This is an optimization exercise on Yosys and OpenROAD, whose aim is small area and a short achievable clock period, not a production implementation.
Where RTL was checked, it was by simulation tests only, not by an equivalence proof against the original.
Power and IR drop assume default switching activity.

// mproc
module mproc (input wire clk, reset, input wire [15:0] d_in, output wire [6:0] addr, output wire [15:0] d_out);
For scale: about 2100 cells after synthesis, about 41 I/O pins.
Settings: LEC_CHECK=0, ABC_AREA=1, CAP_MARGIN=20, CORE_MARGIN=2, CORE_UTILIZATION=40, CTS_BUF_LIST=sky130_fd_sc_hd__clkbuf_8, CTS_CLUSTER_SIZE=16, SETUP_SLACK_MARGIN=5, SLEW_MARGIN=20; clock period 10.0 ns.
standard.sh (not shown) runs the stock make flow with config.mk's settings and CLKGATE_MAP_FILE= SYNTH_SCRIPT=/design/flow/synth_recipe.tcl, a recipe that flattens the netlist after the stock synthesis.
==> flow/flow/run.sh <==
#!/bin/bash
set -euo pipefail
MARGIN=6.0
sed -e "s/SETUP_SLACK_MARGIN=[0-9.]*/SETUP_SLACK_MARGIN=$MARGIN/" \
    -e "s|CLKGATE_MAP_FILE= |CLKGATE_MAP_FILE= 'BUFFER_PORTS_ARGS=-buffer_cell sky130_fd_sc_hd__buf_2' |" \
    standard.sh > my_standard.sh
bash my_standard.sh > layout.log 2>&1
Edit:
--- a/flow/flow/run.sh
+++ b/flow/flow/run.sh
@@ -3 +3 @@
-MARGIN=6.0
+MARGIN=6.2
- CTS_CLUSTER_SIZE: 16 -> 24
- The new run finished clean
- synthesized area does not change
- synthesized cell count is unchanged
- final area is higher by 1.8%
- core utilization grows by 0.84 points
- clock-buffer cell count came out lower by 3
- total power came out higher by 5.1%
- non-clock buffer count came out higher by 11
- combinational power went up by 13%
- cell count goes up by 0.34%
Edit:
--- a/flow/flow/run.sh
+++ b/flow/flow/run.sh
@@ -3 +3 @@
-MARGIN=6.2
+MARGIN=6.35
- CTS_CLUSTER_SIZE: 24 -> 16
Result:
- global-route usage climbs by 0.23 points
- synthesized area stays the same
- count of clock-buffer cells in the layout climbs by 3
- maximum frequency goes up slightly
- first-iteration DRC count fell by a few percent
- clock skew came out higher by 0.047 ns
- core utilization goes up by 0.26 points
- routed wire length came out higher slightly
- critical path depth is unchanged
- final area grows slightly
Edit:
--- a/flow/flow/run.sh
+++ b/flow/flow/run.sh
@@ -3 +3 @@
-MARGIN=6.35
+MARGIN=6.2
- CAP_MARGIN: 20 -> 0
- SLEW_MARGIN: 20 -> 0
Result:
- clock-buffer cell count fell by 1
- synthesized cell count stays the same
- clock skew came out lower by 0.039 ns
- wire length went down by 0.71%

---

## P
mproc again, from the RTL that the note above started with.
==> flow/config.mk <==
export PLATFORM = sky130hd
export DESIGN_NAME = mproc
export DESIGN_NICKNAME = mproc
export VERILOG_FILES = /design/flow/design.v
export SDC_FILE = /design/flow/constraint.sdc
export NUM_CORES = 4
export LEC_CHECK = 0
export ABC_AREA = 1
export CAP_MARGIN = 20
export CORE_MARGIN = 2
export CORE_UTILIZATION = 40
export CTS_BUF_LIST = sky130_fd_sc_hd__clkbuf_8
export CTS_CLUSTER_SIZE = 16
export SETUP_SLACK_MARGIN = 5
export SLEW_MARGIN = 20
export TNS_END_PERCENT = 30
==> flow/constraint.sdc <==
create_clock -name core_clock -period 10.0 [get_ports {clk}]
set_input_delay 2.0000 -clock core_clock [delete_from_list [all_inputs] [get_ports {clk}]]
set_output_delay 2.0000 -clock core_clock [all_outputs]
set_load 0.01 [all_outputs]
==> flow/flow/run.sh <==
#!/bin/bash
set -euo pipefail
MARGIN=6.3
sed -e "s/SETUP_SLACK_MARGIN=[0-9.]*/SETUP_SLACK_MARGIN=$MARGIN/" \
    -e "s|CLKGATE_MAP_FILE= |CLKGATE_MAP_FILE= 'BUFFER_PORTS_ARGS=-buffer_cell sky130_fd_sc_hd__buf_2' |" \
    standard.sh > my_standard.sh
bash my_standard.sh > layout.log 2>&1
For Q, these inputs were changed with respect to P:
- an added PLACE_DENSITY of 0.75
- a deleted TNS_END_PERCENT that had been 30
diff --git a/flow/flow/run.sh b/flow/flow/run.sh
--- a/flow/flow/run.sh
+++ b/flow/flow/run.sh
@@ -3 +3 @@
-MARGIN=6.3
+MARGIN=6.35
## What came out
On layout-stage area growth over the synthesis result: between P and Q, it ends up higher for Q.
Comparing Q against P, there is no change at all in number of top-level pins.
Diff P -> Q: total of cells resized after clock tree synthesis now larger, register area comparable, tightest slew margin relative to the limit now smaller, overall via count from detail_route now larger.
A cell with the biggest individual delay on the critical path of sky130_fd_sc_hd__nand3b_2 is what P shows, while sky130_fd_sc_hd__fa_1 belongs to Q.
Part of the cycle the worst path needs delta for Q relative to P: 0.44 points higher
Delta (Q minus P): clock latency at the later pin of the worst-skew pair moved down, wire length went down by about 1.1%.
Changes in R relative to Q:
- a deleted PLACE_DENSITY that had been 0.75
diff --git a/flow/flow/run.sh b/flow/flow/run.sh
--- a/flow/flow/run.sh
+++ b/flow/flow/run.sh
@@ -3 +3 @@
-MARGIN=6.35
+MARGIN=6.2
Results
- Lower fraction of final layout cells sized beyond drive strength 1 goes to R over Q.
- Between R and Q, the sequential power figures differ only marginally.
- R | stages: all done | timing, DRC, antenna: all pass
- The core of R is less densely filled than that of Q.
- Between Q and R, global-route wire length before repair increased.
- Worst hold slack was higher in the run labelled R.
- Cmp R and Q / time the worst path needs with I/O delays and setup / higher: Q
--- input diff R..S ---
diff --git a/flow/flow/run.sh b/flow/flow/run.sh
--- a/flow/flow/run.sh
+++ b/flow/flow/run.sh
@@ -3 +3 @@
-MARGIN=6.2
+MARGIN=6.5
Results
As far as total of endpoints with negative setup slack in the final report goes, S and R are indistinguishable; the numbers are identical.
~same final clock period utilization by the worst path in S and R
On total placed instance area, S and R are basically level.
Looking at S and R, the timing-limited maximum frequency is a wash.
The maximum number of pins on one net before global-route repair in S is 0.814 times that in R.
Non-clock buffer count for S is higher than for R.
R was routed with fewer vias than S.
S ends up with a total number of nets in the final design that is 2.4% higher than in R.
The total power divided by cell area of S exceeds that of R by about 0.7%.
S — proportion of final cell area spent on non-clock buffers 2.3 points higher, R as reference
What R reported for total clock network power has to be multiplied by 1.06 to get the figure for S.
Input changes introduced in T (baseline for comparison: S):
- GPL_ROUTABILITY_DRIVEN now 0, previously not set
diff --git a/flow/flow/run.sh b/flow/flow/run.sh
--- a/flow/flow/run.sh
+++ b/flow/flow/run.sh
@@ -3 +3 @@
-MARGIN=6.5
+MARGIN=6.35
### Flow results
[diff] total via count in the routed design, T relative to S: improvement
Diff S -> T: worst hold margin decreased 0.016 ns; worst max-slew margin expressed relative to the limit went down; final-layout clock buffer total went up 3; fraction of power consumed by the clock network went up; via count of the first global-routing pass shrank by 715.

---

Setup of blue:
mproc, a different RTL version from the one above (not shown whole).
Size in the first run: ~1,800 cells after synthesis, roughly 200 flip-flops, roughly 41 I/O pins, about 15,000 µm² of cells after synthesis.
==> flow/config.mk <==
export PLATFORM = sky130hd
export DESIGN_NAME = mproc
export DESIGN_NICKNAME = mproc
export VERILOG_FILES = /design/flow/design.v
export SDC_FILE = /design/flow/constraint.sdc
export NUM_CORES = 4
export LEC_CHECK = 0
export ABC_AREA = 1
export CAP_MARGIN = 20
export CORE_MARGIN = 2
export CORE_UTILIZATION = 40
export CTS_BUF_LIST = sky130_fd_sc_hd__clkbuf_8
export CTS_CLUSTER_SIZE = 16
export SETUP_SLACK_MARGIN = 5
export SLEW_MARGIN = 20
==> flow/constraint.sdc <==
create_clock -name core_clock -period 10.0 [get_ports {clk}]
set_input_delay 2.0000 -clock core_clock [delete_from_list [all_inputs] [get_ports {clk}]]
set_output_delay 2.0000 -clock core_clock [all_outputs]
set_load 0.01 [all_outputs]
==> flow/flow/run.sh <==
#!/bin/bash
set -euo pipefail
MARGIN=6.0
sed -e "s/SETUP_SLACK_MARGIN=[0-9.]*/SETUP_SLACK_MARGIN=$MARGIN/" \
    -e "s|CLKGATE_MAP_FILE= |CLKGATE_MAP_FILE= 'BUFFER_PORTS_ARGS=-buffer_cell sky130_fd_sc_hd__buf_2' |" \
    standard.sh > my_standard.sh
bash my_standard.sh > layout.log 2>&1
Input changes introduced in purple (baseline for comparison: blue):
- CTS_CLUSTER_SIZE changed from 16 to 20
diff --git a/flow/flow/run.sh b/flow/flow/run.sh
--- a/flow/flow/run.sh
+++ b/flow/flow/run.sh
@@ -2,3 +2,3 @@
 set -euo pipefail
-MARGIN=6.0
+MARGIN=6.5
 sed -e "s/SETUP_SLACK_MARGIN=[0-9.]*/SETUP_SLACK_MARGIN=$MARGIN/" \
==> comparison <==
Looking at final design instance area without fill across purple and blue, the one that comes out higher is purple.
Having completed the whole flow, purple delivered a layout that passed the timing, DRC and antenna checks.
Compare purple and blue | count of cell instances traversed by the critical path lower: purple
Non-clock buffer total of the final layout delta for purple relative to blue: 31 higher

---

Another version of the RTL of mproc (not shown whole).
For scale: roughly 1900 cells after synthesis, ~240 flip-flops, ~0.016 mm2 of cells after synthesis.
Settings: LEC_CHECK=0, ABC_AREA=1, CAP_MARGIN=20, CORE_MARGIN=2, CORE_UTILIZATION=40, CTS_BUF_LIST=sky130_fd_sc_hd__clkbuf_8, CTS_CLUSTER_SIZE=16, SETUP_SLACK_MARGIN=5, SLEW_MARGIN=20; clock period 10.0 ns.
==> flow/flow/run.sh <==
#!/bin/bash
set -euo pipefail
MARGIN=6.8
sed -e "s/SETUP_SLACK_MARGIN=[0-9.]*/SETUP_SLACK_MARGIN=$MARGIN/" \
    -e "s|CLKGATE_MAP_FILE= |CLKGATE_MAP_FILE= 'BUFFER_PORTS_ARGS=-buffer_cell sky130_fd_sc_hd__buf_2' |" \
    standard.sh > my_standard.sh
bash my_standard.sh > layout.log 2>&1
The baseline finished clean.
Then changed:
==> flow/flow/run.sh (replaced) <==
#!/bin/bash
set -euo pipefail
MARGIN=6.2
sed -e "s/SETUP_SLACK_MARGIN=[0-9.]*/SETUP_SLACK_MARGIN=$MARGIN/" \
    -e "s|CLKGATE_MAP_FILE= |CLKGATE_MAP_FILE= 'BUFFER_PORTS_ARGS=-buffer_cell sky130_fd_sc_hd__buf_2' |" \
    standard.sh > my_standard.sh
bash my_standard.sh > layout.log 2>&1
Effect:
- The changed run produced a clean layout
- clock skew came out higher by 0.026 ns
- core utilization drops by 4.9 points
- die area stays the same
- sequential share of layout area grows by 3.2 points
- cell area falls by about 9%
- global-route usage went down by 1.6 points
- routed wire length fell by 6.4%
- critical path depth does not change
- combinational power drops by 15%
- area after synthesis is unchanged
Then changed:
==> flow/flow/run.sh (replaced) <==
#!/bin/bash
set -euo pipefail
MARGIN=6.5
sed -e "s/SETUP_SLACK_MARGIN=[0-9.]*/SETUP_SLACK_MARGIN=$MARGIN/" \
    -e "s|CLKGATE_MAP_FILE= |CLKGATE_MAP_FILE= 'BUFFER_PORTS_ARGS=-buffer_cell sky130_fd_sc_hd__buf_2' |" \
    standard.sh > my_standard.sh
bash my_standard.sh > layout.log 2>&1
Setup slack degrades by 0.032 ns.
Non-clock buffer count grows by 32.
Die area is unchanged.
Cell count is higher by 1.5%.
No functional check of the RTL was part of any run of this note.

## separate check: timing with driven ports
The flow's constraints put no driver on any port. The routed layouts listed below were extracted and timed again, unchanged, in two steps.
Step 1: set_driving_cell puts a clkbuf_16 on clk and a buf_2 on each other input, an assumption about the parent block.
Step 2, shift: input delay + t, output delay - t, t = (earliest + latest rising clock arrival at the registers) / 2. This alone moves slack from input paths to output paths.
Slacks: no drivers / after step 1 / after step 2; pairs: no drivers / after step 1.
run	shift t [ns]	setup slack, ns	worst setup path after step 2	pins driven straight from the clock port
the first run of note 1	0.665	5.984 / 6.009 / 5.344	input to register	1
the second run of note 1	0.645	6.089 / 6.089 / 5.621	input to register	1
the third run of note 1	0.666	6.126 / 6.126 / 5.743	input to register	1
the fourth run of note 1	0.643	6.051 / 6.051 / 5.534	input to register	1
P	0.656	6.100 / 6.114 / 5.470	input to register	1
Q	0.601	6.056 / 6.056 / 5.769	input to register	1
R	0.645	6.089 / 6.089 / 5.621	input to register	1
S	0.652	6.089 / 6.089 / 5.887	input to register	1
T	0.657	6.047 / 6.047 / 5.711	input to register	1
blue	0.591	5.619 / 5.619 / 5.619	register to register	1
purple	0.583	5.616 / 5.616 / 5.616	register to register	1
the first run of note 4	0.625	5.821 / 5.773 / 6.142	input to register	1
the second run of note 4	0.615	5.853 / 5.804 / 5.725	input to register	1
the third run of note 4	0.621	5.821 / 5.774 / 5.990	input to register	1
After both steps every run listed still meets setup and hold. For the first run of note 1, which loses most, drivers alone change the setup slack by +0.025 ns; drivers and shift together by -0.640 ns.
